What follows belongs to an exercise in optimizing a design on an open flow for small area and a short achievable clock period; a production flow would make more cautious choices. The RTL was checked by simulation tests, not by an equivalence proof against the original design. No activity file was given, so power comes from the tool's default toggle rates.

### flow/design.v
`timescale 1ns / 1ps
module Full_Adder( A, B, Cin, Sum, Cout);
	input  A, B, Cin;
	output Sum, Cout;	
	wire w;
	assign w = A ^ B;
	assign Sum = w ^ Cin;
	assign Cout = (A & B) | (w & Cin); 
endmodule
`timescale 1ns / 1ps
module Add( A, B, Cin, Sum, Cout);
	input  [15:0]  A, B;
	input  Cin;
	output [15:0] Sum; 
	output Cout;	
	wire[15:0] tSum, tCin;
	Full_Adder zero    (.A(A[0]), .B(B[0]), .Cin(Cin),     .Sum(tSum[0]), .Cout(tCin[1]));
	Full_Adder first   (.A(A[1]), .B(B[1]), .Cin(tCin[1]), .Sum(tSum[1]), .Cout(tCin[2]));
	Full_Adder second  (.A(A[2]), .B(B[2]), .Cin(tCin[2]), .Sum(tSum[2]), .Cout(tCin[3]));
	Full_Adder third   (.A(A[3]), .B(B[3]), .Cin(tCin[3]), .Sum(tSum[3]), .Cout(tCin[4]));
	Full_Adder fourth  (.A(A[4]), .B(B[4]), .Cin(tCin[4]), .Sum(tSum[4]), .Cout(tCin[5]));
	Full_Adder fifth   (.A(A[5]), .B(B[5]), .Cin(tCin[5]), .Sum(tSum[5]), .Cout(tCin[6]));
	Full_Adder sixth   (.A(A[6]), .B(B[6]), .Cin(tCin[6]), .Sum(tSum[6]), .Cout(tCin[7]));
	Full_Adder seventh (.A(A[7]), .B(B[7]), .Cin(tCin[7]), .Sum(tSum[7]), .Cout(tCin[8]));
	Full_Adder eighth     	(.A(A[8]),  .B(B[8]),  .Cin(tCin[8]),  .Sum(tSum[8]),  .Cout(tCin[9]));
	Full_Adder ninth   	 	(.A(A[9]),  .B(B[9]),  .Cin(tCin[9]),  .Sum(tSum[9]),  .Cout(tCin[10]));
	Full_Adder tenth  	 	(.A(A[10]), .B(B[10]), .Cin(tCin[10]), .Sum(tSum[10]), .Cout(tCin[11]));
	Full_Adder eleventh   	(.A(A[11]), .B(B[11]), .Cin(tCin[11]), .Sum(tSum[11]), .Cout(tCin[12]));
	Full_Adder twelveth   	(.A(A[12]), .B(B[12]), .Cin(tCin[12]), .Sum(tSum[12]), .Cout(tCin[13]));
	Full_Adder thirteenth 	(.A(A[13]), .B(B[13]), .Cin(tCin[13]), .Sum(tSum[13]), .Cout(tCin[14]));
	Full_Adder fourthteenth (.A(A[14]), .B(B[14]), .Cin(tCin[14]), .Sum(tSum[14]), .Cout(tCin[15]));
	Full_Adder fifthteenth  (.A(A[15]), .B(B[15]), .Cin(tCin[15]), .Sum(tSum[15]), .Cout(Cout));
	assign Sum = tSum;
endmodule
`timescale 1ns / 1ps
module two_comp(input [15:0] X, input neg, output reg[15:0] Y);
	always@*
		begin
			if(neg)
				Y <= ~X;
			else
				Y <= X;
		end
endmodule
`timescale 1ns / 1ps
module Add2Com( A, B, Cin, neg, Sum, Cout);
	input  [15:0]  A, B;
	input  Cin;
	input neg;
	output [15:0] Sum; 
	output Cout;	
	wire [15:0] B2C;
	wire	temp;
	two_comp one1( .X(B), .neg(neg),.Y(B2C));	
	Add Add1( .A(A), .B(B2C), .Cin(neg), .Sum(Sum), .Cout(temp));
	assign Cout = temp;
endmodule
`timescale 1ns / 1ps
module AND(input [15:0] X, input [15:0] Y, output [15:0] Z);
	assign Z = X & Y;
endmodule
`timescale 1ns / 1ps
module OR(input [15:0] X, input [15:0] Y, output [15:0] Z);
	assign Z = X | Y;
endmodule
`timescale 1ns / 1ps
module comparator( input X, input Y, output lt, output eq, output gt);	
	and and1(lt, ~X, Y);
	and and2(gt, X, ~Y);
	nor nor1(eq, lt, gt);
endmodule
`timescale 1ns / 1ps
module comparator16bit( input [15:0] X, input [15:0] Y, output lt, output eq, output gt);	
	wire [15:0] ltw,eqw,gtw;
	comparator com0(  .X(X[0]),  .Y(Y[0]),  .lt(ltw[0]),  .eq(eqw[0]),  .gt(gtw[0]));
	comparator com1(  .X(X[1]),  .Y(Y[1]),  .lt(ltw[1]),  .eq(eqw[1]),  .gt(gtw[1]));
	comparator com2(  .X(X[2]),  .Y(Y[2]),  .lt(ltw[2]),  .eq(eqw[2]),  .gt(gtw[2]));	
	comparator com3(  .X(X[3]),  .Y(Y[3]),  .lt(ltw[3]),  .eq(eqw[3]),  .gt(gtw[3]));
	comparator com4(  .X(X[4]),  .Y(Y[4]),  .lt(ltw[4]),  .eq(eqw[4]),  .gt(gtw[4]));
	comparator com5(  .X(X[5]),  .Y(Y[5]),  .lt(ltw[5]),  .eq(eqw[5]),  .gt(gtw[5]));
	comparator com6(  .X(X[6]),  .Y(Y[6]),  .lt(ltw[6]),  .eq(eqw[6]),  .gt(gtw[6]));
	comparator com7(  .X(X[7]),  .Y(Y[7]),  .lt(ltw[7]),  .eq(eqw[7]),  .gt(gtw[7]));
	comparator com8(  .X(X[8]),  .Y(Y[8]),  .lt(ltw[8]),  .eq(eqw[8]),  .gt(gtw[8]));
	comparator com9(  .X(X[9]),  .Y(Y[9]),  .lt(ltw[9]),  .eq(eqw[9]),  .gt(gtw[9]));
	comparator com10( .X(X[10]), .Y(Y[10]), .lt(ltw[10]), .eq(eqw[10]), .gt(gtw[10]));
	comparator com11( .X(X[11]), .Y(Y[11]), .lt(ltw[11]), .eq(eqw[11]), .gt(gtw[11]));
	comparator com12( .X(X[12]), .Y(Y[12]), .lt(ltw[12]), .eq(eqw[12]), .gt(gtw[12]));
	comparator com13( .X(X[13]), .Y(Y[13]), .lt(ltw[13]), .eq(eqw[13]), .gt(gtw[13]));
	comparator com14( .X(X[14]), .Y(Y[14]), .lt(ltw[14]), .eq(eqw[14]), .gt(gtw[14]));
	comparator com15( .X(X[15]), .Y(Y[15]), .lt(ltw[15]), .eq(eqw[15]), .gt(gtw[15]));
	assign eq = eqw[0] & eqw[1] & eqw[2]&eqw[3]&eqw[4]&eqw[5]&eqw[6]&eqw[7]&eqw[8]&eqw[9]&eqw[10]&eqw[11]&eqw[12]&eqw[13]&eqw[14]&eqw[15];
	assign lt = (ltw[15]) | (ltw[14] & eqw[15]) | (ltw[13] & eqw[14] & eqw[15]) | (ltw[12] & eqw[13]& eqw[14]& eqw[15])  | (ltw[11] & eqw[12]& eqw[13]& eqw[14]& eqw[15]) | (ltw[10] &  eqw[11]& eqw[12]& eqw[13]& eqw[14]&eqw[15]) | (ltw[9] & eqw[10]& eqw[11]& eqw[12]& eqw[13]& eqw[14]& eqw[15]) | (ltw[8] & eqw[9]& eqw[10]& eqw[11]& eqw[12]& eqw[13]& eqw[14]& eqw[15]) | (ltw[7]& eqw[8]& eqw[9]& eqw[10]& eqw[11]& eqw[12]& eqw[13]& eqw[14]& eqw[15]) | (ltw[6]& eqw[7]& eqw[8]& eqw[9]& eqw[10]& eqw[11]& eqw[12]& eqw[13]& eqw[14]& eqw[15]) | (ltw[5] & eqw[6]& eqw[7]& eqw[8]& eqw[9]& eqw[10]& eqw[11]& eqw[12]& eqw[13]& eqw[14]& eqw[15]) | (ltw[4] & eqw[5]& eqw[6]& eqw[7]& eqw[8]& eqw[9]& eqw[10]& eqw[11]& eqw[12]& eqw[13]& eqw[14]& eqw[15]) | (ltw[3] & eqw[4]& eqw[5]& eqw[6]& eqw[7]& eqw[8]& eqw[9]& eqw[10]& eqw[11]& eqw[12]& eqw[13]& eqw[14]& eqw[15]) | (ltw[2] &eqw[3]& eqw[4]& eqw[5]& eqw[6]& eqw[7]& eqw[8]& eqw[9]& eqw[10]& eqw[11]& eqw[12]& eqw[13]& eqw[14]& eqw[15]) | (ltw[1] & eqw[2]& eqw[3]& eqw[4]& eqw[5]& eqw[6]& eqw[7]& eqw[8]& eqw[9]& eqw[10]& eqw[11]& eqw[12]& eqw[13]& eqw[14]& eqw[15]) | (ltw[0] & eqw[1] & eqw[2]& eqw[3]& eqw[4]& eqw[5]& eqw[6]& eqw[7]& eqw[8]& eqw[9]& eqw[10]& eqw[11]& eqw[12]& eqw[13]& eqw[14]& eqw[15]);
	assign gt = (gtw[15]) | (gtw[14] & eqw[15]) | (gtw[13] & eqw[14] & eqw[15]) | (gtw[12] & eqw[13]& eqw[14]& eqw[15])  | (gtw[11] & eqw[12]& eqw[13]& eqw[14]& eqw[15]) | (gtw[10] & eqw[11]& eqw[12]& eqw[13]& eqw[14]& eqw[15]) | (gtw[9] & eqw[10]& eqw[11]& eqw[12]& eqw[13]& eqw[14]& eqw[15]) | (gtw[8] & eqw[9]& eqw[10]& eqw[11]& eqw[12]& eqw[13]& eqw[14]& eqw[15]) | (gtw[7]& eqw[8]& eqw[9]& eqw[10]& eqw[11]& eqw[12]& eqw[13]& eqw[14]& eqw[15]) | (gtw[6]& eqw[7]& eqw[8]& eqw[9]& eqw[10]& eqw[11]& eqw[12]& eqw[13]& eqw[14]& eqw[15]) | (gtw[5] & eqw[6]& eqw[7]& eqw[8]& eqw[9]& eqw[10]& eqw[11]& eqw[12]& eqw[13]& eqw[14]& eqw[15]) | (gtw[4] & eqw[5]& eqw[6]& eqw[7]& eqw[8]& eqw[9]& eqw[10]& eqw[11]& eqw[12]& eqw[13]& eqw[14]& eqw[15]) | (gtw[3] & eqw[4]& eqw[5]& eqw[6]& eqw[7]& eqw[8]& eqw[9]& eqw[10]& eqw[11]& eqw[12]& eqw[13]& eqw[14]& eqw[15]) | (gtw[2] & eqw[3]& eqw[4]& eqw[5]& eqw[6]& eqw[7]& eqw[8]& eqw[9]& eqw[10]& eqw[11]& eqw[12]& eqw[13]& eqw[14]& eqw[15]) | (gtw[1] & eqw[2]& eqw[3]& eqw[4]& eqw[5]& eqw[6]& eqw[7]& eqw[8]& eqw[9]& eqw[10]& eqw[11]& eqw[12]& eqw[13]& eqw[14]& eqw[15]) | (gtw[0] & eqw[1] & eqw[2]& eqw[3]& eqw[4]& eqw[5]& eqw[6]& eqw[7]& eqw[8]& eqw[9]& eqw[10]& eqw[11]& eqw[12]& eqw[13]& eqw[14]& eqw[15]);
endmodule
`timescale 1ns / 1ps
module MUX(input select, input[1:0] in, output out);
	wire [1:0] d;
	not not1(nselect, select);
	and and1(d[0], select, in[0]);
	and and2(d[1], nselect, in[1]);
	or or1(out,d[0], d[1]);
endmodule
`timescale 1ns / 1ps
module MUX_16bit(input select, input[15:0] X, input[15:0] Y, output[15:0] Z);
	MUX MUX0 (.select(select), .in({X[0], Y[0]}),  .out(Z[0]));
	MUX MUX1 (.select(select), .in({X[1], Y[1]}),  .out(Z[1]));
	MUX MUX2 (.select(select), .in({X[2], Y[2]}),  .out(Z[2]));
	MUX MUX3 (.select(select), .in({X[3], Y[3]}),  .out(Z[3]));
	MUX MUX4 (.select(select), .in({X[4], Y[4]}),  .out(Z[4]));
	MUX MUX5 (.select(select), .in({X[5], Y[5]}),  .out(Z[5]));
	MUX MUX6 (.select(select), .in({X[6], Y[6]}),  .out(Z[6]));
	MUX MUX7 (.select(select), .in({X[7], Y[7]}),  .out(Z[7]));
	MUX MUX8 (.select(select), .in({X[8], Y[8]}),  .out(Z[8]));
	MUX MUX9 (.select(select), .in({X[9], Y[9]}),  .out(Z[9]));
	MUX MUX10(.select(select), .in({X[10],Y[10]}), .out(Z[10]));
	MUX MUX11(.select(select), .in({X[11],Y[11]}), .out(Z[11]));
	MUX MUX12(.select(select), .in({X[12],Y[12]}), .out(Z[12]));
	MUX MUX13(.select(select), .in({X[13],Y[13]}), .out(Z[13]));
	MUX MUX14(.select(select), .in({X[14],Y[14]}), .out(Z[14]));
	MUX MUX15(.select(select), .in({X[15],Y[15]}), .out(Z[15]));
endmodule
`timescale 1ns / 1ps
module mux16x16x1(select, A,B,C,D,E,F,G,H,I,J,K,L,M,N,O,P, Z);
	input [3:0] select;
	input [15:0] A,B,C,D,E,F,G,H,I,J,K,L,M,N,O,P;
	output [15:0] Z;
	wire [15:0] w1,w2,w3,w4,w5,w6,w7,w8,w9,w10,w11,w12,w13,w14;
	MUX_16bit MUX1(.select(select[0]), .X(A), .Y(B), .Z(w1));
	MUX_16bit MUX2(.select(select[0]), .X(C), .Y(D), .Z(w2));
	MUX_16bit MUX3(.select(select[0]), .X(E), .Y(F), .Z(w3));
	MUX_16bit MUX4(.select(select[0]), .X(G), .Y(H), .Z(w4));
	MUX_16bit MUX5(.select(select[0]), .X(I), .Y(J), .Z(w5));
	MUX_16bit MUX6(.select(select[0]), .X(K), .Y(L), .Z(w6));
	MUX_16bit MUX7(.select(select[0]), .X(M), .Y(N), .Z(w7));
	MUX_16bit MUX8(.select(select[0]), .X(O), .Y(P), .Z(w8));
	MUX_16bit MUX9 (.select(select[1]), .X(w1), .Y(w2), .Z(w9));
	MUX_16bit MUX10(.select(select[1]), .X(w3), .Y(w4), .Z(w10));
	MUX_16bit MUX11(.select(select[1]), .X(w5), .Y(w6), .Z(w11));
	MUX_16bit MUX12(.select(select[1]), .X(w7), .Y(w8), .Z(w12));
	MUX_16bit MUX13(.select(select[2]), .X(w9), .Y(w10), .Z(w13));
	MUX_16bit MUX14(.select(select[2]), .X(w11), .Y(w12), .Z(w14));
	MUX_16bit MUX15(.select(select[3]), .X(w13), .Y(w14), .Z(Z));
endmodule
`timescale 1ns / 1ps
module dff( clk, data, reset, q );
	input clk, data, reset;
	output reg q;
	always@(posedge clk)
	begin
		q <= data;
		if(reset)
			q <= 0;
	end
endmodule
`timescale 1ns / 1ps
module register16bit( clk, reset, D, select, Q);
	input clk, reset, select;
	input  [15:0] D;
	output [15:0] Q;
	wire 	 [15:0] Z;
	MUX_16bit MUX1( .select(select), .X(Q), .Y(D), .Z(Z) );
	dff d0 ( .clk(clk), .reset(reset), .data(Z[0]),  .q(Q[0]) );
	dff d1 ( .clk(clk), .reset(reset), .data(Z[1]),  .q(Q[1]) );
	dff d2 ( .clk(clk), .reset(reset), .data(Z[2]),  .q(Q[2]) );
	dff d3 ( .clk(clk), .reset(reset), .data(Z[3]),  .q(Q[3]) );
	dff d4 ( .clk(clk), .reset(reset), .data(Z[4]),  .q(Q[4]) );
	dff d5 ( .clk(clk), .reset(reset), .data(Z[5]),  .q(Q[5]) );
	dff d6 ( .clk(clk), .reset(reset), .data(Z[6]),  .q(Q[6]) );
	dff d7 ( .clk(clk), .reset(reset), .data(Z[7]),  .q(Q[7]) );
	dff d8 ( .clk(clk), .reset(reset), .data(Z[8]),  .q(Q[8]) );	
	dff d9 ( .clk(clk), .reset(reset), .data(Z[9]),  .q(Q[9]) );
	dff d10( .clk(clk), .reset(reset), .data(Z[10]), .q(Q[10]) );	
	dff d11( .clk(clk), .reset(reset), .data(Z[11]), .q(Q[11]) );	
	dff d12( .clk(clk), .reset(reset), .data(Z[12]), .q(Q[12]) );	
	dff d13( .clk(clk), .reset(reset), .data(Z[13]), .q(Q[13]) );
	dff d14( .clk(clk), .reset(reset), .data(Z[14]), .q(Q[14]) );	
	dff d15( .clk(clk), .reset(reset), .data(Z[15]), .q(Q[15]) );
endmodule
`timescale 1ns / 1ps
module Decoder4t16(
    input E,
    input [3:0] S,
    output [15:0] D
    );
	assign D = (E) ? (1 << S) : 16'b0 ;
endmodule
`timescale 1ns / 1ps
module reg_file( A, B, C, Aaddr, Baddr, Caddr, load, clear, clk, r1, r2, r3 );
	input  load, clk, clear;
	input  [15:0] C;
	input  [3:0] Aaddr, Baddr, Caddr;
	output [15:0] A, B, r1,r2,r3;
	wire [15:0] regOut1,regOut2,regOut3,regOut4,regOut5,regOut6,regOut7,regOut8,regOut9,regOut10,regOut11,regOut12,regOut13,regOut14,regOut15,regOut16;
	wire [15:0] slt;
	Decoder4t16 dec(.E(load), .S(Caddr), .D(slt));
	register16bit reg1 ( .clk(clk), .reset(clear), .D(C), .select(slt[0]),  .Q(regOut1 ));
	register16bit reg2 ( .clk(clk), .reset(clear), .D(C), .select(slt[1]),  .Q(regOut2 ));
	register16bit reg3 ( .clk(clk), .reset(clear), .D(C), .select(slt[2]),  .Q(regOut3 ));
	register16bit reg4 ( .clk(clk), .reset(clear), .D(C), .select(slt[3]),  .Q(regOut4 ));
	register16bit reg5 ( .clk(clk), .reset(clear), .D(C), .select(slt[4]),  .Q(regOut5 ));
	register16bit reg6 ( .clk(clk), .reset(clear), .D(C), .select(slt[5]),  .Q(regOut6 ));
	register16bit reg7 ( .clk(clk), .reset(clear), .D(C), .select(slt[6]),  .Q(regOut7 ));
	register16bit reg8 ( .clk(clk), .reset(clear), .D(C), .select(slt[7]),  .Q(regOut8 ));
	register16bit reg9 ( .clk(clk), .reset(clear), .D(C), .select(slt[8]),  .Q(regOut9 ));
	register16bit reg10( .clk(clk), .reset(clear), .D(C), .select(slt[9]),  .Q(regOut10));
	register16bit reg11( .clk(clk), .reset(clear), .D(C), .select(slt[10]), .Q(regOut11));
	register16bit reg12( .clk(clk), .reset(clear), .D(C), .select(slt[11]), .Q(regOut12));
	register16bit reg13( .clk(clk), .reset(clear), .D(C), .select(slt[12]), .Q(regOut13));
	register16bit reg14( .clk(clk), .reset(clear), .D(C), .select(slt[13]), .Q(regOut14));
	register16bit reg15( .clk(clk), .reset(clear), .D(C), .select(slt[14]), .Q(regOut15));
	register16bit reg16( .clk(clk), .reset(clear), .D(C), .select(slt[15]), .Q(regOut16));
	mux16x16x1 muxA(.select(Aaddr), .A(regOut1),.B(regOut2),.C(regOut3),.D(regOut4),.E(regOut5),.F(regOut6),.G(regOut7),.H(regOut8),.I(regOut9),.J(regOut10),.K(regOut11),.L(regOut12),.M(regOut13),.N(regOut14),.O(regOut15),.P(regOut16), .Z(A));
	mux16x16x1 muxB(.select(Baddr), .A(regOut1),.B(regOut2),.C(regOut3),.D(regOut4),.E(regOut5),.F(regOut6),.G(regOut7),.H(regOut8),.I(regOut9),.J(regOut10),.K(regOut11),.L(regOut12),.M(regOut13),.N(regOut14),.O(regOut15),.P(regOut16), .Z(B));
	assign r1 = regOut2;
	assign r2 = regOut3;
	assign r3 = regOut4;
endmodule
`timescale 1ns / 1ps
module ControlUnit(
	input [3:0] controlop,
	output reg [2:0] ALUop,
	output reg jump, regdest, Regwrite, ALUsrc, branch, memread, memwrite, memtoreg
	);
	always @ (controlop)
	begin
	case (controlop)
			0:  
			begin
				ALUop = 2;
				jump = 0;
				regdest = 1;
				Regwrite = 1;
				ALUsrc = 0;
				branch=0;
				memread=0;
				memwrite=0;
				memtoreg=0;
			end
			1:  
			begin
				ALUop=3;
				jump=0;
				regdest=1;
				Regwrite=1;
				ALUsrc=0;
				branch=0;
				memread=0;
				memwrite=0;
				memtoreg=0;
			end
	2:  
			begin
				ALUop=0;
				jump=0;
				regdest=1;
				Regwrite=1;
				ALUsrc=0;
				branch=0;
				memread=0;
				memwrite=0;
				memtoreg=0;
			end
	3:  
			begin
				ALUop=0;
				jump=0;
				regdest=0;
				Regwrite=1;
				ALUsrc=1;
				branch=0;
				memread=0;
				memwrite=0;
				memtoreg=0;
			end
			6:  
			begin
				ALUop=1;
				jump=0;
				regdest=1;
				Regwrite=1;
				ALUsrc=0;
				branch=0;
				memread=0;
				memwrite=0;
				memtoreg=0;
			end
			7:  
			begin
				ALUop=4;
				jump=0;
				regdest=1;
				Regwrite=1;
				ALUsrc=0;
				branch=0;
				memread=0;
				memwrite=0;
				memtoreg=0;
			end
			8:  
			begin
				ALUop=0;
				jump=0;
				regdest=0;
				Regwrite=1;
				ALUsrc=1;
				branch=0;
				memread=1;
				memwrite=0;
				memtoreg=1;
			end
			10:  
			begin
				ALUop=0;
				jump=0;
				regdest=0;
				Regwrite=0;
				ALUsrc=1;
				branch=0;
				memread=0;
				memwrite=1;
				memtoreg=1;
			end
			14:  
			begin
				ALUop=5;
				jump=0;
				regdest=0;
				Regwrite=0;
				ALUsrc=0;
				branch=1;
				memread=0;
				memwrite=0;
				memtoreg=0;
			end
		  15:  
			begin
				ALUop=0;
				jump=1;
				regdest=0;
				Regwrite=0;
				ALUsrc=1;
				branch=0;
				memread=0;
				memwrite=0;
				memtoreg=0;
			end
			default:
			begin
				ALUop=0;
				jump=0;
				regdest=0;
				Regwrite=0;
				ALUsrc=0;
				branch=0;
				memread=0;
				memwrite=0;
				memtoreg=0;
			end
		  endcase
	end
endmodule
`timescale 1ns / 1ps
module alu(clk,X, Y, out, Cin, Cout, lt, eq, gt, V, opcod);
	input  [15:0] X, Y;
	input  [2:0] opcod;
	input  Cin,clk;
	output [15:0] out;
	output Cout, lt, eq, gt, V;
	wire [16:0] add, sub, andL, orL;
	reg [16:0] temp;
	Add2Com add1( .A(X), .B(Y), .Cin(Cin), .neg(1'b0), .Sum(add[15:0]), .Cout(add[16]));
	Add2Com sub1(.A(X), .B(Y), .Cin(1'b1), .neg(1'b1), .Sum(sub[15:0]), .Cout(sub[16]));
	OR or1(.X(X), .Y(Y), .Z(orL));
	AND and1(.X(X), .Y(Y), .Z(andL));
	comparator16bit com1( .X(X), .Y(Y), .lt(lt), .eq(eq), .gt(gt));	
	always @(*)
	begin
		case(opcod)
			0: temp = add;
			1: temp = sub;
			2: temp = andL;
			3: temp = orL;
			4: begin
				if(lt)
					temp = 1;
				else 
					temp = 0;
				end
			5: temp = 0;
			default: temp = 8;
		endcase
	end
	assign out  = temp[15:0];
	assign Cout = temp[16];
endmodule
`timescale 1ns / 1ps
module Data_Memory( clk, clear, MemWrite, MemRead, Address, WriteData, ReadData );
	input  clk, clear, MemWrite, MemRead;
	input  [15:0] WriteData;
	input  [15:0] Address;
	output reg[15:0] ReadData;
	reg[15:0]d_mm[0:15];
	always@(posedge clk)
	begin
		if(clear) begin
			d_mm[0]  <= 16'h0001;
			d_mm[1]  <= 16'h0004;
			d_mm[2]  <= 16'h0006;
			d_mm[3]  <= 16'h0004;
			d_mm[4]  <= 16'h0005;
			d_mm[5]  <= 16'h0006;
			d_mm[6]  <= 16'h0001;
			d_mm[7]  <= 16'h0001;
			d_mm[8]  <= 16'h0001;
			d_mm[9]  <= 16'h0001;
			d_mm[10] <= 16'h0001;
			d_mm[11] <= 16'h0001;
			d_mm[12] <= 16'h0001;
			d_mm[13] <= 16'h0001;
			d_mm[14] <= 16'h0001;
			d_mm[15] <= 16'h0001;
		end
		else if(MemWrite)
			d_mm[Address[3:0]] <= WriteData;
	end
	always@(*)
		ReadData = d_mm[Address[3:0]];
endmodule
`timescale 1ns / 1ps
module aoi222(input a0, a1, b0, b1, c0, c1, output y);
	assign y = ~((a0 & a1) | (b0 & b1) | (c0 & c1));
endmodule
module nand2m(input a, b, output y);
	assign y = ~(a & b);
endmodule
module nand3m(input a, b, c, output y);
	assign y = ~(a & b & c);
endmodule
module nand4m(input a, b, c, d, output y);
	assign y = ~(a & b & c & d);
endmodule
module nor2m(input a, b, output y);
	assign y = ~(a | b);
endmodule
module or2m(input a, b, output y);
	assign y = a | b;
endmodule
module xor2m(input a, b, output y);
	assign y = a ^ b;
endmodule
module nand2bm(input an, b, output y);
	assign y = an | ~b;
endmodule
module nor2bm(input a, bn, output y);
	assign y = ~a & bn;
endmodule
module oai21m(input a1, a2, b1, output y);
	assign y = ~((a1 | a2) & b1);
endmodule
module aoi21m(input a1, a2, b1, output y);
	assign y = ~((a1 & a2) | b1);
endmodule
module mux2im(input a0, a1, s, output y);
	assign y = ~(s ? a1 : a0);
endmodule
module mux16t(input [15:0] d, input [15:0] s, output [5:0] t);
	aoi222 u0(d[0],  s[0],  d[1],  s[1],  d[2],  s[2],  t[0]);
	aoi222 u1(d[3],  s[3],  d[4],  s[4],  d[5],  s[5],  t[1]);
	aoi222 u2(d[6],  s[6],  d[7],  s[7],  d[8],  s[8],  t[2]);
	aoi222 u3(d[9],  s[9],  d[10], s[10], d[11], s[11], t[3]);
	aoi222 u4(d[12], s[12], d[13], s[13], d[14], s[14], t[4]);
	nand2m u5(d[15], s[15], t[5]);
endmodule
module mux16oh(input [15:0] d, input [15:0] s, output yn);
	wire [5:0] t;
	wire x0, x1;
	mux16t m(.d(d), .s(s), .t(t));
	nand3m v0(t[0], t[1], t[2], x0);
	nand3m v1(t[3], t[4], t[5], x1);
	nor2m  w0(x0, x1, yn);
endmodule
module mux16ohx(input [15:0] d, input [15:0] s, input xn, output yn);
	wire [5:0] t;
	wire x0, x1;
	mux16t m(.d(d), .s(s), .t(t));
	nand3m v0(t[0], t[1], t[2], x0);
	nand4m v1(t[3], t[4], t[5], xn, x1);
	nor2m  w0(x0, x1, yn);
endmodule
module wbbit(input [15:0] d, input [15:0] s, input xhn, yhn, c, output y);
	wire [5:0] t;
	wire u1, ux, uy, xn, yn;
	mux16t m(.d(d), .s(s), .t(t));
	nand3m v1(t[0], t[1], t[2], u1);
	nand4m v2(t[3], t[4], t[5], xhn, ux);
	nand4m v3(t[3], t[4], t[5], yhn, uy);
	nor2m  w1(u1, ux, xn);
	nor2m  w2(u1, uy, yn);
	mux2im m2(xn, yn, c, y);    
endmodule
module MIPS(
	input clk, clear,
	input [15:0] instr,
	output reg [3:0] PC,
	output [15:0] R1, R2, R3
	);
	wire [3:0] op  = instr[15:12];
	wire [3:0] rs  = instr[11:8];
	wire [3:0] rt  = instr[7:4];
	wire [3:0] rd  = instr[3:0];
	wire [3:0] imm = instr[3:0];
	wire nc = ~clear;
	wire is_and  = (op == 4'd0);
	wire is_or   = (op == 4'd1);
	wire is_add  = (op == 4'd2);
	wire is_addi = (op == 4'd3);
	wire is_sub  = (op == 4'd6);
	wire is_slt  = (op == 4'd7);
	wire is_lw   = (op == 4'd8);
	wire is_sw   = (op == 4'd10);
	wire is_bne  = (op == 4'd14);
	wire is_j    = (op == 4'd15);
	wire rwe = is_and | is_or | is_add | is_addi | is_sub | is_slt | is_lw;
	wire [3:0] waddr = (is_addi | is_lw) ? rt : rd;
	wire sub = op[2];    
	wire [15:0] r [0:15];    
	wire [15:0] m [0:15];    
	wire [15:0] sA, sB, mhit, sM, An, Bn, A, Bx, wd, xh, yh, csel;
	genvar i, b;
	generate
		for (i = 0; i < 16; i = i + 1) begin : dec
			assign sA[i] = (rs == i);
			assign sB[i] = (rt == i);
			wire [3:0] tgt = i - imm;
			assign mhit[i] = (A[3:0] == tgt);
			assign sM[i] = mhit[i] & is_lw & nc;
		end
		for (b = 0; b < 16; b = b + 1) begin : rp
			wire [15:0] rc, mc;
			for (i = 0; i < 16; i = i + 1) begin : w_
				assign rc[i] = r[i][b];
				assign mc[i] = m[i][b];
			end
			mux16oh pa(.d(rc), .s(sA), .yn(An[b]));
			mux16oh pb(.d(rc), .s(sB), .yn(Bn[b]));
			wbbit pm(.d(mc), .s(sM), .xhn(~xh[b]), .yhn(~yh[b]), .c(csel[b]), .y(wd[b]));
		end
	endgenerate
	assign A  = ~An;
	assign Bx = ~Bn;    
	wire [15:0] e0, e1;    
	generate
		for (b = 0; b < 16; b = b + 1) begin : ye
			if (b < 4) begin : lo
				assign e0[b] = is_addi ? ~imm[b] : sub;
				assign e1[b] = is_addi ? ~imm[b] : ~sub;
			end else begin : hi
				assign e0[b] = is_addi | sub;
				assign e1[b] = is_addi | ~sub;
			end
		end
	endgenerate
	wire [15:0] Yn, p, g0, t0;
	wire [15:0] g1n, t1n, g2, t2, g3n, t3n, g4;
	generate
		for (b = 0; b < 16; b = b + 1) begin : l0
			mux2im uy(~e0[b], ~e1[b], Bn[b], Yn[b]);    
			xor2m  up(An[b], Yn[b], p[b]);              
			if (b == 0) begin : c0
				assign g0[0] = (~An[0] & ~Yn[0]) | ((~An[0] | ~Yn[0]) & sub);
				assign t0[0] = 1'b0;
			end else begin : cn
				nor2m  ug(An[b], Yn[b], g0[b]);     
				nand2m ut(An[b], Yn[b], t0[b]);     
			end
		end
		for (b = 0; b < 16; b = b + 1) begin : l1
			if (b >= 1) begin : c
				aoi21m ug(t0[b], g0[b-1], g0[b], g1n[b]);
				if (b >= 2) begin : t
					nand2m ut(t0[b], t0[b-1], t1n[b]);
				end else begin : tz
					assign t1n[b] = 1'b1;
				end
			end else begin : p_
				assign g1n[b] = ~g0[b];
				assign t1n[b] = 1'b1;
			end
		end
		for (b = 0; b < 16; b = b + 1) begin : l2
			if (b >= 2) begin : c
				oai21m ug(t1n[b], g1n[b-2], g1n[b], g2[b]);
				if (b >= 4) begin : t
					nor2m ut(t1n[b], t1n[b-2], t2[b]);
				end else begin : tz
					assign t2[b] = 1'b0;
				end
			end else begin : p_
				assign g2[b] = ~g1n[b];
				assign t2[b] = 1'b0;
			end
		end
		for (b = 0; b < 16; b = b + 1) begin : l3
			if (b >= 4) begin : c
				aoi21m ug(t2[b], g2[b-4], g2[b], g3n[b]);
				if (b >= 8) begin : t
					nand2m ut(t2[b], t2[b-4], t3n[b]);
				end else begin : tz
					assign t3n[b] = 1'b1;
				end
			end else begin : p_
				assign g3n[b] = ~g2[b];
				assign t3n[b] = 1'b1;
			end
		end
		for (b = 0; b < 16; b = b + 1) begin : l4
			if (b >= 8) begin : c
				oai21m ug(t3n[b], g3n[b-8], g3n[b], g4[b]);
			end else begin : p_
				assign g4[b] = ~g3n[b];
			end
		end
	endgenerate
	wire [15:0] c = {g4[14:0], sub};
	wire lt = ~g4[15];    
	wire sel_as  = (is_add | is_addi | is_sub) & nc;
	wire sel_and = is_and & nc;
	wire sel_or  = is_or & nc;
	wire sel_slt = is_slt & nc;
	wire [15:0] lg = ({16{sel_and}} & (A & Bx)) | ({16{sel_or}} & (A | Bx));
	wire arith0 = sel_as & (p[0] ^ sub);
	assign xh = {({15{sel_as}} &  p[15:1]) | lg[15:1], arith0 | lg[0]};
	assign yh = {({15{sel_as}} & ~p[15:1]) | lg[15:1], arith0 | lg[0] | sel_slt};
	assign csel = {c[15:1], lt};
	wire [15:0] dz = Bx & {16{nc}};
	wire [15:0] d1 = Bx | {16{clear}};
	function [15:0] dinit(input integer w);
		case (w)
			0: dinit = 16'h0001;
			1: dinit = 16'h0004;
			2: dinit = 16'h0006;
			3: dinit = 16'h0004;
			4: dinit = 16'h0005;
			5: dinit = 16'h0006;
			default: dinit = 16'h0001;
		endcase
	endfunction
	generate
		for (i = 0; i < 16; i = i + 1) begin : g
			reg [15:0] rr;
			reg [15:0] mm;
			always @(posedge clk)
				if (clear || (rwe && waddr == i))
					rr <= wd;
			always @(posedge clk)
				if (clear || (is_sw && mhit[i]))
					mm <= (dinit(i) & d1) | (~dinit(i) & dz);
			assign r[i] = rr;
			assign m[i] = mm;
		end
	endgenerate
	wire taken = is_j | (is_bne & (An != Bn));
	always @(posedge clk) begin
		if (clear)
			PC <= 4'd0;
		else if (taken)
			PC <= instr[3:0];
		else
			PC <= PC + 4'd1;
	end
	assign R1 = r[1];
	assign R2 = r[2];
	assign R3 = r[3];
endmodule
### flow/flow/run.sh
#!/bin/bash
# Layout flow: the standard ORFS flow (standard.sh, unchanged synthesis),
# with the port buffers made from sky130_fd_sc_hd__buf_1 (resized later where timing needs it) instead of the
# buffer ORFS picks by default (a delay cell). Every input and output port
# still gets its own buffer. The whole make output goes to standard_flow.log.
set -euo pipefail
bash standard.sh "BUFFER_PORTS_ARGS=-buffer_cell sky130_fd_sc_hd__buf_1" finish > standard_flow.log 2>&1
### flow/standard.sh
#!/bin/bash
# synth_recipe.tcl (not shown) runs the flow's synth.tcl, then flattens the netlist and writes it again
# the make line also repeats each setting of config.mk as NAME=value (left out here)
make -C /OpenROAD-flow-scripts/flow DESIGN_CONFIG=/design/flow/config.mk WORK_HOME=/design/flow/orfs CLKGATE_MAP_FILE= SYNTH_SCRIPT=/design/flow/synth_recipe.tcl "${@:-finish}"
### flow/config.mk
export PLATFORM = sky130hd
export DESIGN_NAME = MIPS
export DESIGN_NICKNAME = MIPS
export VERILOG_FILES = /design/flow/design.v
export SDC_FILE = /design/flow/constraint.sdc
export NUM_CORES = 4
export LEC_CHECK = 0
export CAP_MARGIN = 20
export CORE_MARGIN = 2
export CORE_UTILIZATION = 65
export CTS_BUF_LIST = sky130_fd_sc_hd__clkbuf_8
export CTS_CLUSTER_DIAMETER = 50
export CTS_CLUSTER_SIZE = 16
export SETUP_SLACK_MARGIN = 4
export SLEW_MARGIN = 20
export SYNTH_HIERARCHICAL = 1
export SYNTH_MINIMUM_KEEP_SIZE = 0
### flow/constraint.sdc
create_clock -name core_clock -period 9.0 [get_ports {clk}]
set_input_delay 1.8000 -clock core_clock [delete_from_list [all_inputs] [get_ports {clk}]]
set_output_delay 1.8000 -clock core_clock [all_outputs]
set_load 0.01 [all_outputs]
==> run summary, run 1 <==
- GR Overflow Total: 0
- DR pass1 iterations: 12
- DRC Markers: 0
- Core area: 34400 µm²
- Clock Path Buffers: 3
- TritonCTS clock tree: done
- Die area: 36200 µm²
- Crit. End Element: flop
- PwrDens: 212 nW/µm²
- DIE WIDTH: 190 µm
- Worst-Margin Slew: 1.18 ns
- Main synth FF type: edfxtp_1
- #FFs+latches synth: 516
- Initial Utilization: 65.5%
- Synth Warn #: 7
- Clock skew: 0.0407 ns
- Max FO, Critical Path: 16
- Tightest Hold Check Type: reg2reg
- # hold bufs at CTS: 0
- Setup violators final: 0
- Number of core rows: 68
- N_diodes: 0
- Fmax: 0.198 GHz
- FFs w/ async S/R, synth: 0%
- Commonest non-fill, non-tap cell in the layout: edfxtp_1
- Drt wl/cell: 31.7 µm
- Number of synthesized flops with an enable pin: 512
- Fin. Hold Viols: 0
- Share of cells above drive strength 1: 22.0%
- H-Tree Depth: 2
- Vias: 17300
- Max-cap violation count: 0
- Fill cell count: 2035
- Syn_nets: 1614
- Die Y: 190 µm
- Relative slew slack: 21.4%
- Count of cell types in the netlist: 51
- RSZ-0062 raised after global routing: true
- Setup crit start kind: primary input
- CP arrival: 5.47 ns
- PnR worst setup slack: 3.95 ns
- Area grow syn2layout: 17.9%
- Largest net degree at the start of global routing: 46
- First-pass GRT wire length: 101000 µm
- Max-slew violations: 0
- Worst-skew pair later-pin latency: 0.67 ns
- Dpl hpwl: 44300 µm
- DRT Wirelength: 71600 µm
- Status: finished clean
- Gpl congestion: 0.980
- CTS Buf Count: 46
- Worst Setup Path Type: in2reg
- Num ports: 70
- Fin crit period: 5.05 ns
- LEAKAGE: 9.66 nW
- Port bufs: 69
- Synth top area share: 68.3%
- Dpl ws: 2.01 ns
- Top cells by area, synth: edfxtp_1 (68%), a222oi_1 (11%), nor2_1 (3.1%)
- Syn Std Cell Area: 22500 µm²
- Final net count: 1832
- Final period utilization: 56.1%
- Commonest cells after routing, fill and taps aside: edfxtp_1 (512), a222oi_1 (240), nor2_1 (121), nand2_1 (112), buf_4 (90)
- Core Util, Final: 77.2%
- Cell accounting for the most synthesized area: edfxtp_1
- Final ANT Viol Nets: 0
- CTS Root Cell: clkbuf_8
- Seq/Total Area, Yosys: 68.6%
- Initial antenna violation count: 0
- Clock slew at reported path FFs: 0.09 ns
- Total power draw: 5.63 mW
- CTS Sinks: 516
- Synth Area per Inst: 14.5 µm²
- Vias in the first global route: 16200
- Post-Synthesis Cells: 1556
- Total GRT Usage: 38.7%
- Placed cell area: 23800 µm²
- Setup_tns: 0 ns
- VDD IR-drop max: 0.000180 V
- Finished Cell Area: 26500 µm²
- Worst path required time: 9.42 ns
- Via density: 7.65
- Starting DRC count in detailed routing: 3588
## per-layer routing
layer | wire length (µm) | vias up | GRT usage (%) | part of all wire (%)
li1 | - | 7014 | - | -
met4 | 3230 | 0 | 14.5 | 4.5
met3 | 11000 | 279 | 9.41 | 15
met2 | 31500 | 1598 | 57.8 | 44
met5 | 0 | - | 0 | 0
met1 | 25800 | 8391 | 56.0 | 36
## cell usage after synthesis, drive strengths merged (2+ instances only)
| library cell | number |
|---|---|
| a21o | 7 |
| dfxtp | 4 |
| nand4 | 37 |
| nor4 | 5 |
| a22oi | 2 |
| nand2b | 14 |
| a222oi | 240 |
| nor2b | 4 |
| mux2 | 3 |
| clkbuf | 17 |
| xnor2 | 20 |
| mux2i | 41 |
| and3 | 3 |
| ha | 40 |
| nor3 | 14 |
| nor2 | 186 |
| xor2 | 23 |
| nand3 | 87 |
| o41ai | 2 |
| a21oi | 48 |
| o21ai | 27 |
| edfxtp | 512 |
| inv | 47 |
| o31ai | 2 |
| o2bb2ai | 15 |
| nand2 | 118 |
| a31o | 17 |
| buf | 7 |
## power breakdown
part	total, mW	switching, mW	internal [mW]
clock	1.47	0.829	0.640
sequential	3.12	0.132	2.99
combinational	1.04	0.692	0.344
total	5.63	1.65	3.97
## logic make-up after synthesis
group / after synthesis / synth area share [%]
adder cells (fa/ha/maj): 40 / 2.22
AO/OA/AOI/OAI: 364 / 14.7
buffers and inverters: 72 / 1.26
multiplexers: 44 / 1.97
flip-flops: 516 / 68.6
AND/OR/NAND/NOR: 477 / 9.41
XOR/XNOR: 43 / 1.82
## cell type report
class / count / area [µm²] / area share [%]
Clock buffer: 49 / 674 / 2.54
Clock inverter: 28 / 294 / 1.11
Inverter: 48 / 180 / 0.679
Multi-Input combinational cell: 970 / 7800 / 29.4
Sequential cell: 516 / 15500 / 58.2
Tap cell: 455 / 569 / 2.14
Timing Repair Buffer: 192 / 1570 / 5.92
## what timing repair did
item	in CTS	in global routing
endpoints found under the setup margin	329	256
resized for setup	76	88
pin swaps	25	40
setup buffers	55	31
endpoints found under the hold margin	0	0
cloned	2	0
## Yosys stat by module, one instance, submodules excluded, excerpt
| module | area [µm²] | copies in the design | flip-flops and latches | cells |
|---|---|---|---|---|
| MIPS | 18100 | 1 | 516 | 931 |
| aoi21m | 8.76 | 27 | 0 | 1 |
| aoi222 | 10.0 | 240 | 0 | 1 |
| mux2im | 10.0 | 32 | 0 | 1 |
| nand2m | 3.75 | 85 | 0 | 1 |
| nand3m | 5.00 | 80 | 0 | 1 |
| nand4m | 6.26 | 32 | 0 | 1 |
| nor2m | 3.75 | 91 | 0 | 1 |
| oai21m | 5.00 | 22 | 0 | 1 |
| xor2m | 8.76 | 16 | 0 | 1 |
## stage by stage
step,hold WS [ns],cells
after global placement,0.564,2092
after global routing,0.663,2258
final,0.608,2258
after detailed placement,0.581,2092
after CTS,0.604,2226
after floorplan,0.600,1556
## worst max-delay path, cell delays in order
cell and delay (ns):
clkbuf_4 0.21, nand2b_4 0.24, nor2_4 0.09, buf_4 0.16, a222oi_1 0.31, nand3_1 0.23, nor2_4 0.30, xnor2_1 0.21
and2_1 0.22, nand3_1 0.18, nor2_1 0.09, buf_6 0.18, a222oi_1 0.41, nand3_1 0.29, nor2_2 0.24, mux2i_4 0.09
buf_12 0.16
## sequential cells by signal (all words and copies together), names as in the netlist
register / flops
g.mm: 256
g.rr: 256
PC: 4
## worst paths after layout
kind / from / depth (start not counted) / end / slack (ns)
worst max-delay path: instr[11] / 17 / g[14].rr[12]$_DFFE_PP_ / 3.95
worst min-delay path: PC[3]$_SDFF_PP0_ / 3 / PC[3]$_SDFF_PP0_ / 0.61
worst max register to register: g[3].rr[0]$_DFFE_PP_ / 13 / g[14].rr[12]$_DFFE_PP_ / 5.30
worst min register to register: PC[3]$_SDFF_PP0_ / 3 / PC[3]$_SDFF_PP0_ / 0.61
==> run 2: changes to the inputs <==
--- a/flow/design.v
+++ b/flow/design.v
@@ -442,6 +442,9 @@
 module nor2m(input a, b, output y);
 	assign y = ~(a | b);
 endmodule
+module and2m(input a, b, output y);
+	assign y = a & b;
+endmodule
 module or2m(input a, b, output y);
 	assign y = a | b;
 endmodule
@@ -487,16 +490,13 @@
 	nand4m v1(t[3], t[4], t[5], xn, x1);
 	nor2m  w0(x0, x1, yn);
 endmodule
-module wbbit(input [15:0] d, input [15:0] s, input xhn, yhn, c, output y);
+module mux16wb(input [15:0] d, input [15:0] s, input alun, output y);
 	wire [5:0] t;
-	wire u1, ux, uy, xn, yn;
+	wire x0, x1;
 	mux16t m(.d(d), .s(s), .t(t));
-	nand3m v1(t[0], t[1], t[2], u1);
-	nand4m v2(t[3], t[4], t[5], xhn, ux);
-	nand4m v3(t[3], t[4], t[5], yhn, uy);
-	nor2m  w1(u1, ux, xn);
-	nor2m  w2(u1, uy, yn);
-	mux2im m2(xn, yn, c, y);    
+	nand3m v0(t[0], t[1], t[2], x0);
+	nand4m v1(t[3], t[4], t[5], alun, x1);
+	or2m   w0(x0, x1, y);
 endmodule
 module MIPS(
 	input clk, clear,
@@ -525,15 +525,28 @@
 	wire sub = op[2];    
 	wire [15:0] r [0:15];    
 	wire [15:0] m [0:15];    
-	wire [15:0] sA, sB, mhit, sM, An, Bn, A, Bx, wd, xh, yh, csel;
+	wire [15:0] mhit, An, Bn, A, Bx, wd, alun;
+	wire [15:0] sA [0:1];
+	wire [15:0] sB [0:1];
+	wire [15:0] sM [0:1];
+	wire [3:0] pAl, pAh, pBl, pBh;
+	wire lwnc = is_lw & nc;
 	genvar i, b;
 	generate
+		for (i = 0; i < 4; i = i + 1) begin : pre
+			assign pAl[i] = ~(rs[1:0] == i);
+			assign pAh[i] = ~(rs[3:2] == i);
+			assign pBl[i] = ~(rt[1:0] == i);
+			assign pBh[i] = ~(rt[3:2] == i);
+		end
 		for (i = 0; i < 16; i = i + 1) begin : dec
-			assign sA[i] = (rs == i);
-			assign sB[i] = (rt == i);
+			for (b = 0; b < 2; b = b + 1) begin : cp
+				nor2m ua(pAl[i % 4], pAh[i / 4], sA[b][i]);
+				nor2m ub(pBl[i % 4], pBh[i / 4], sB[b][i]);
+				and2m um(mhit[i], lwnc, sM[b][i]);
+			end
 			wire [3:0] tgt = i - imm;
 			assign mhit[i] = (A[3:0] == tgt);
-			assign sM[i] = mhit[i] & is_lw & nc;
 		end
 		for (b = 0; b < 16; b = b + 1) begin : rp
 			wire [15:0] rc, mc;
@@ -541,9 +554,9 @@
 				assign rc[i] = r[i][b];
 				assign mc[i] = m[i][b];
 			end
-			mux16oh pa(.d(rc), .s(sA), .yn(An[b]));
-			mux16oh pb(.d(rc), .s(sB), .yn(Bn[b]));
-			wbbit pm(.d(mc), .s(sM), .xhn(~xh[b]), .yhn(~yh[b]), .c(csel[b]), .y(wd[b]));
+			mux16oh pa(.d(rc), .s(sA[b / 8]), .yn(An[b]));
+			mux16oh pb(.d(rc), .s(sB[b / 8]), .yn(Bn[b]));
+			mux16wb pm(.d(mc), .s(sM[b / 8]), .alun(alun[b]), .y(wd[b]));
 		end
 	endgenerate
 	assign A  = ~An;
@@ -628,10 +641,19 @@
 	wire sel_or  = is_or & nc;
 	wire sel_slt = is_slt & nc;
 	wire [15:0] lg = ({16{sel_and}} & (A & Bx)) | ({16{sel_or}} & (A | Bx));
-	wire arith0 = sel_as & (p[0] ^ sub);
-	assign xh = {({15{sel_as}} &  p[15:1]) | lg[15:1], arith0 | lg[0]};
-	assign yh = {({15{sel_as}} & ~p[15:1]) | lg[15:1], arith0 | lg[0] | sel_slt};
-	assign csel = {c[15:1], lt};
+	wire [15:0] xv = ({16{sel_as}} &  p) | lg;    
+	wire [15:0] yv = ({16{sel_as}} & ~p) | lg;    
+	wire alun0;
+	generate
+		for (b = 0; b < 16; b = b + 1) begin : fin
+			if (b == 0) begin : b0
+				mux2im um(xv[b], yv[b], c[b], alun0);
+			end else begin : bn
+				mux2im um(xv[b], yv[b], c[b], alun[b]);
+			end
+		end
+	endgenerate
+	assign alun[0] = alun0 & ~(sel_slt & lt);
 	wire [15:0] dz = Bx & {16{nc}};
 	wire [15:0] d1 = Bx | {16{clear}};
 	function [15:0] dinit(input integer w);
==> run summary, run 2 <==
- Fin. Hold Viols: 0 (unchanged)
- CTS Root Cell: clkbuf_8
- Worst Setup Path Type: in2reg
- Largest net degree at the start of global routing: 34 (-26%)
- Syn Std Cell Area: 22900 µm² (+1.6%)
- Most common cell in the netlist: edfxtp_1
- Max FO, Critical Path: 16 (unchanged)
- Worst-path cell chain: buf_2 > or2_4 > nor2_2 > a222oi_1 > nand3_1 > nor2_4 > mux2i_2 > nor2b_2 > a21oi_4 > a21oi_2 > inv_1 > a21oi_2 > inv_1 > mux2i_2 > nand4_1 > or2_4
- Commonest cells after routing, fill and taps aside: edfxtp_1 (512), a222oi_1 (240), nand2_1 (154), nor2_1 (111), nand3_1 (85)
- Via density: 7.31 (-4.5%)
- Layout Cells excl Fill: 2250 (-0.35%)
- Post-Synthesis Cells: 1628 (+4.6%)
- Max-cap violation count: 0 (unchanged)
- CP max-delay cell: a222oi_1
- #FFs+latches synth: 516 (unchanged)
- LEAKAGE: 9.32 nW (-3.5%)
- DIE WIDTH: 192 µm (+0.78%)
- Die Y: 192 µm (+0.78%)
- Final net count: 1827 (-0.27%)
- Count of cell types in the netlist: 56 (+9.8%)
- Dpl cells: 2139 (+2.2%)
- Initial Utilization: 66.1% (+0.56 points)
- GR Overflow Total: 0 (unchanged)
- Dpl hpwl: 43900 µm (-0.87%)
- Core area: 34600 µm² (+0.74%)
- Fin crit period: 4.92 ns (-0.126 ns)
- Share of cells above drive strength 1: 16.0% (-5.9 points)
- Worst path max stage delay: 0.40 ns (about the same)
- Worst path required time: 9.36 ns (-0.06 ns)
- Relative slew slack: 22.6% (+1.1 points)
- H-Tree Depth: 2 (unchanged)
- Status: finished clean
- Regs by FF count: g.mm (256), g.rr (256), PC (4)
- Clock Path Buffers: 3 (unchanged)
- Setup violators final: 0 (unchanged)
- Most frequent cells after synthesis: edfxtp_1 (512), a222oi_1 (240), nor2_1 (174)
- Number of core rows: 68 (unchanged)
- Initial antenna violation count: 1 (+1)
- N_diodes: 0 (unchanged)
- Synth Warn #: 7 (unchanged)
- Crit. End Element: flop
- Final ANT Viol Nets: 0 (unchanged)
- Synth Area per Inst: 14.1 µm² (-2.9%)
- DR pass1 iterations: 14 (+2)
- Setup_tns: 0 ns (unchanged)
- Clock skew: 0.0351 ns (-0.00563 ns)
- Commonest non-fill, non-tap cell in the layout: edfxtp_1
- Seq/Total Area, Yosys: 67.5% (-1.1 points)
- FFs w/ async S/R, synth: 0% (unchanged)
- Total GRT Usage: 33.7% (-5.0 points)
- Setup crit start kind: primary input
- Vias: 16400 (-4.9%)
- Drt wl/cell: 27.8 µm (-12%)
- Gpl congestion: 0.975 (-0.52%)
- Max-slew violations: 0 (unchanged)
- First-pass GRT wire length: 91600 µm (-9.6%)
- Port bufs: 69 (unchanged)
- Top cells by area, synth: edfxtp_1 (67%), a222oi_1 (10%), nor2_1 (2.9%)
- CTS Sinks: 516 (unchanged)
- Starting DRC count in detailed routing: 2984 (-17%)
- Num ports: 70 (unchanged)
- TritonCTS clock tree: done
- Area grow syn2layout: 11.6%
- CTS Buf Count: 46 (unchanged)
- Worst-skew pair later-pin latency: 0.65 ns (-0.02 ns)
- Tightest Hold Check Type: reg2reg
- # hold bufs at CTS: 0 (unchanged)
- Worst-Margin Slew: 1.16 ns (-0.0166 ns)
- Vias in the first global route: 15800 (-2.5%)
- Clock slew at reported path FFs: 0.09 ns (about the same)
- DRT Wirelength: 62600 µm (-13%)
- Fmax: 0.203 GHz (+2.6%)
- Total power draw: 5.35 mW (-4.9%)
- Synth top area share: 67.2% (-1.1 points)
- Main synth FF type: edfxtp_1
- Number of synthesized flops with an enable pin: 512 (unchanged)
- Syn_nets: 1686 (+4.5%)
- Final period utilization: 54.7% (-1.4 points)
- Die area: 36700 µm² (+1.6%)
- VDD IR-drop max: 0.000186 V (+3.3%)
- PwrDens: 210 nW/µm² (-1.1%)
- Cell accounting for the most synthesized area: edfxtp_1
- RSZ-0062 raised after global routing: true
- DRC Markers: 0 (unchanged)
- CP arrival: 5.28 ns (-0.19 ns)
-- run 2: power by group --
part | total (mW) | internal (mW) | switching, mW
Clock | 1.39 | 0.597 | 0.792
Combinational | 0.863 | 0.267 | 0.596
Sequential | 3.10 | 2.98 | 0.126
Total | 5.35 | 3.84 | 1.51
-- run 2: layer usage --
layer	routed length, µm	up-vias	share of wire (%)	GRT usage (%)
met3	6550	215	10	5.28
met5	0	-	0	0
met4	2370	0	3.8	13.3
met1	22900	8000	37	44.1
met2	30800	1202	49	57.0
li1	-	7025	-	-
-- run 2: final cells by class --
type | count | area [µm²]
Sequential cell | 516 | 15500
Fill cell | 2220 | 9090
Multi-Input combinational cell | 1035 | 7660
Timing Repair Buffer | 120 | 723
Clock buffer | 50 | 688
Tap cell | 455 | 569
Clock inverter | 24 | 244
Inverter | 49 | 188
Timing Repair inverter | 1 | 5.00
-- run 2: path summary, 6_finish.rpt --
check                                     startpoint               endpoint  slack [ns]  cells after the start
worst max-delay path                        instr[4]   g[7].rr[6]$_DFFE_PP_        4.08                     16
worst min-delay path                PC[0]$_SDFF_PP0_       PC[0]$_SDFF_PP0_        0.54                      1
worst max register to register  g[3].rr[2]$_DFFE_PP_  g[13].rr[7]$_DFFE_PP_        5.26                     13
worst min register to register      PC[0]$_SDFF_PP0_       PC[0]$_SDFF_PP0_        0.54                      1
-- run 2: repair_timing --
action,4_1_cts,5_1_grt
cloned,1,1
pin swaps,8,30
resized for setup,89,100
endpoints found under the setup margin,260,260
buffers inserted,5,30
-- run 2: cells by family after synthesis --
group | Yosys count | share of synthesized area (%)
AO/OA/AOI/OAI | 392 | 15.2
XOR/XNOR | 38 | 1.60
adder cells (fa/ha/maj) | 40 | 2.19
buffers and inverters | 78 | 1.42
flip-flops | 516 | 67.5
multiplexers | 33 | 1.44
AND/OR/NAND/NOR | 531 | 10.7
-- run 2: modules after synthesis, one instance, submodules excluded, a selection --
module  copies in the design  cells inside
or2m                      16             1
and2m                     32             1
nor2m                    123             1
aoi222                   240             1
oai21m                    22             1
xor2m                     16             1
MIPS                       1           939
nand4m                    16             1
nand3m                    80             1
nand2m                    85             1
aoi21m                    27             1
mux2im                    32             1
-- run 2: through the flow --
stage / setup slack [ns] / hold slack [ns] / util [%] / area [µm²]
floorplan: 4.01 / 0.530 / - / 22900
global placement: 2.83 / 0.513 / 68.5 / 23700
detailed placement: 2.75 / 0.521 / 68.5 / 23700
CTS: 3.98 / 0.542 / 72.1 / 25000
global route: 3.96 / 0.593 / 73.7 / 25500
finish: 4.08 / 0.535 / 73.7 / 25500
-- run 2: worst max-delay path, delay by kind of cell --
| family | cells | cell delay [ns] |
|---|---|---|
| simple gates | 7 | 1.56 |
| buf+inv | 3 | 0.45 |
| compound gates | 4 | 0.90 |
| mux | 2 | 0.55 |
==> run 3: changes to the inputs <==
--- a/flow/config.mk
+++ b/flow/config.mk
@@ -7,7 +7,7 @@
 export LEC_CHECK = 0
 export CAP_MARGIN = 20
 export CORE_MARGIN = 2
-export CORE_UTILIZATION = 65
+export CORE_UTILIZATION = 70
 export CTS_BUF_LIST = sky130_fd_sc_hd__clkbuf_8
 export CTS_CLUSTER_DIAMETER = 50
 export CTS_CLUSTER_SIZE = 16
==> run summary, run 3 <==
- Commonest cells after routing, fill and taps aside: edfxtp_1 (512), a222oi_1 (240), nand2_1 (153), nor2_1 (114), nand3_1 (82)
- Total GRT Usage: 35.3% (+1.6 points)
- Dpl hpwl: 42500 µm (-3.1%)
- Synth Area per Inst: 14.1 µm² (unchanged)
- CP max-delay cell: a222oi_1
- Clock skew: 0.0361 ns (+0.000990 ns)
- Vias: 16400 (-0.055%)
- Finished Cell Area: 25500 µm² (-0.32%)
- Most common cell in the netlist: edfxtp_1
- Core area: 32400 µm² (-6.5%)
- TritonCTS clock tree: done
- Hold Crit Start: PC[0]$_SDFF_PP0_
- Post-Synthesis Cells: 1628 (unchanged)
- CTS Sinks: 516 (unchanged)
- Main synth FF type: edfxtp_1
- DRC Markers: 0 (unchanged)
- Initial Utilization: 70.7% (+4.6 points)
- Fmax: 0.200 GHz (-1.7%)
- Drt wl/cell: 27.3 µm (-1.8%)
- CTS Root Cell: clkbuf_8
- Area grow syn2layout: 11.2%
- H-Tree Depth: 2 (unchanged)
- Share of cells above drive strength 1: 16.2% (+0.16 points)
- Status: finished clean
- Synth top area share: 67.2% (unchanged)
- Commonest non-fill, non-tap cell in the layout: edfxtp_1
- Net switching power: 1.49 mW (-1.8%)
- Syn Std Cell Area: 22900 µm² (unchanged)
- Critical Path Source: instr[9]
- Max-cap violation count: 0 (unchanged)
- Worst path required time: 9.36 ns (about the same)
- Max FO, Critical Path: 8 (-8)
- Core Util, Final: 78.6% (+4.9 points)
- Final ANT Viol Nets: 0 (unchanged)
- CTS Buf Count: 44 (-4.3%)
- Dpl cells: 2125 (-0.65%)
- Number of core rows: 66 (-2.9%)
- RSZ-0062 raised after global routing: true
- Setup_tns: 0 ns (unchanged)
- Worst-path cell chain: buf_4 > or2_4 > nor2_4 > a222oi_1 > nand3_1 > nor2_4 > buf_6 > xnor2_4 > xor2_2 > inv_2 > nand2_2 > nor2_1 > and2_4 > a222oi_1 > nand4_1 > buf_4 > or2_4
- Port bufs: 69 (unchanged)
- N_diodes: 0 (unchanged)
- Clock slew at reported path FFs: 0.09 ns (about the same)
- VDD IR-drop max: 0.000192 V (+3.1%)
- PnR worst setup slack: 3.99 ns (-0.0870 ns)
- Max-slew violations: 0 (unchanged)
- Via density: 7.36 (+0.75%)
- First-pass GRT wire length: 90200 µm (-1.5%)
- Seq/Total Area, Yosys: 67.5% (unchanged)
- DIE WIDTH: 185 µm (-3.6%)
- Top cells by area, synth: edfxtp_1 (67%), a222oi_1 (10%), nor2_1 (2.9%)
- Vias in the first global route: 15800 (+0.21%)
- Regs by FF count: g.mm (256), g.rr (256), PC (4)
- #FFs+latches synth: 516 (unchanged)
- Worst path max stage delay: 0.52 ns (+0.12 ns)
- Worst Setup Path Type: in2reg
- Layout Cells excl Fill: 2232 (-0.80%)
- DRT Wirelength: 61000 µm (-2.6%)
- Dpl ws: 2.76 ns (+0.0132 ns)
- Clock power frac: 25.6% (-0.3 points)
- Num ports: 70 (unchanged)
- PwrDens: 209 nW/µm² (-0.18%)
- Largest net degree at the start of global routing: 61 (+79%)
- Fill cell count: 1915 (-14%)
- Combinational share of power: 16.2% (about the same)
- Syn_nets: 1686 (unchanged)
- Clock Path Buffers: 3 (unchanged)
- WHS: 0.519 ns (-0.0165 ns)
- Fin crit period: 5.01 ns (+0.0870 ns)
- Switch share: 27.9% (-0.36 points)
- GR Overflow Total: 0 (unchanged)
- Number of synthesized flops with an enable pin: 512 (unchanged)
- Synth Warn #: 7 (unchanged)
- Die area: 34200 µm² (-7.0%)
- Tightest Hold Check Type: reg2reg
- Crit. End Element: flop
- Placed cell area: 23700 µm² (about the same)
- DR pass1 iterations: 15 (+1)
- Gpl congestion: 1.01 (+3.2%)
- Setup crit start kind: primary input
- Int Pwr: 3.84 mW (about the same)
- Die Y: 185 µm (-3.6%)
- Final period utilization: 55.7% (+0.97 points)
- Total power draw: 5.33 mW (-0.50%)
- Final net count: 1825 (-0.11%)
- Cell accounting for the most synthesized area: edfxtp_1
- Most frequent cells after synthesis: edfxtp_1 (512), a222oi_1 (240), nor2_1 (174)
- CP arrival: 5.37 ns (+0.09 ns)
- Initial antenna violation count: 0 (-1)
- LEAKAGE: 9.33 nW (+0.13%)
- Fin. Hold Viols: 0 (unchanged)
- Worst-skew pair later-pin latency: 0.62 ns (-0.03 ns)
- Setup violators final: 0 (unchanged)
- Seq pwr share: 58.2% (+0.3 points)
- R2r startpoint: g[2].rr[2]$_DFFE_PP_
- Starting DRC count in detailed routing: 2698 (-9.6%)
- Count of cell types in the netlist: 56 (unchanged)
- Worst-Margin Slew: 1.15 ns (-0.0104 ns)
- FFs w/ async S/R, synth: 0% (unchanged)
- Relative slew slack: 23.3% (+0.69 points)
- # hold bufs at CTS: 0 (unchanged)
[run 3: cell count changes in the layout (fill, tap and decap cells not counted), moves of 4 or more]
| cell | before | now |
|---|---|---|
| and2_4 | 2 | 6 |
| nor2_4 | 26 | 18 |
| nor2_2 | 37 | 42 |
| and2_1 | 30 | 23 |
| clkbuf_8 | 50 | 45 |
| clkinv_2 | 2 | 6 |
| or2_4 | 18 | 23 |
[run 3: layer usage]
layer	share of wire (%)	up-vias	track usage [%]
li1	-	7023	-
met1	36	8000	44.7
met2	49	1194	60.3
met3	11	216	6.23
met4	4.1	0	15.3
met5	0	-	0
[run 3: Yosys stat by module, one instance, submodules excluded, excerpt]
module  cell area [µm²]  flip-flops and latches  times used
aoi21m             8.76                       0          27
and2m              6.26                       0          32
MIPS              18100                     516           1
aoi222             10.0                       0         240
nand2m             3.75                       0          85
nand4m             6.26                       0          16
oai21m             5.00                       0          22
mux2im             10.0                       0          32
or2m               6.26                       0          16
nor2m              3.75                       0         123
xor2m              8.76                       0          16
[run 3: path summary, 6_finish.rpt]
kind,slack [ns],to,cells after the start
worst max-delay path,3.99,g[7].rr[0]$_DFFE_PP_,17
worst min-delay path,0.52,PC[0]$_SDFF_PP0_,1
worst max register to register,5.16,g[7].rr[0]$_DFFE_PP_,14
worst min register to register,0.52,PC[0]$_SDFF_PP0_,1
[run 3: cells by family (layout without fill, tap and decap cells)]
group	count (synthesis)	in the layout	share of synthesized area, %
simple gates	531	534	10.7
flops	516	516	67.5
fa+ha+maj	40	40	2.19
buf+inv	78	237	1.42
compound gates	392	392	15.2
xor+xnor	38	38	1.60
mux	33	33	1.44
[run 3: power groups by stage]
stage | Clock, mW | Combinational (mW) | Sequential, mW
after floorplan | 0 | 0.487 | 3.11
after global placement | 0 | 0.718 | 3.13
after global routing | 1.45 | 0.926 | 3.12
final | 1.36 | 0.864 | 3.10
after CTS | 1.37 | 0.769 | 3.09
after detailed placement | 0 | 0.738 | 3.15
[run 3: critical path, delay by kind of cell]
family	cells	cell delay, ns
buf+inv	4	0.57
simple gates	9	1.62
compound gates	2	0.94
xor+xnor	2	0.43
[run 3: cell type report]
class | count | area [µm²] | share of cell area (%)
well taps | 442 | 553 | 2.17
clock buffers | 45 | 619 | 2.43
repair buffers | 119 | 699 | 2.75
inverters | 49 | 184 | 0.723
flip-flops and latches | 516 | 15500 | 60.7
multi-input cells | 1037 | 7680 | 30.2
clock inverters | 24 | 259 | 1.02
[run 3: repair_timing]
action	4_1_cts	5_1_grt
resized for setup	83	120
pin swaps	8	32
cloned	0	4
setup buffers	7	27
setup endpoints to repair	256	256

-- static timing again, ports no longer ideal --
The flow's constraints put no driver on any port. The routed layouts listed below were extracted and timed again, unchanged, in two steps.
Step 1 sets driving cells, clkbuf_16 on the clock port and buf_2 on the other inputs (assumed; they add their load-dependent delay and slew).
Step 2 adds t to the input delays and takes it off the output delays; t is the mean of the earliest and latest rising clock arrival at the registers after step 1. Input paths then give back, and output paths get back, about the clock's delay inside the block.
a / b / c = ideal ports / drivers / drivers and shift; a / b = the first two.
| run | t (ns) | slack for setup (ns) | hold WS [ns] |
|---|---|---|---|
| run 1 | 0.700 | 3.951 / 3.980 / 3.280 | 0.608 / 0.608 / 0.608 |
| run 2 | 0.688 | 4.077 / 4.104 / 3.416 | 0.535 / 0.535 / 0.535 |
| run 3 | 0.646 | 3.990 / 4.009 / 3.363 | 0.519 / 0.519 / 0.519 |
After both steps every run listed still meets setup and hold. The setup slack of run 1, which loses most, moves by +0.029 ns with the drivers and by -0.671 ns with both steps.
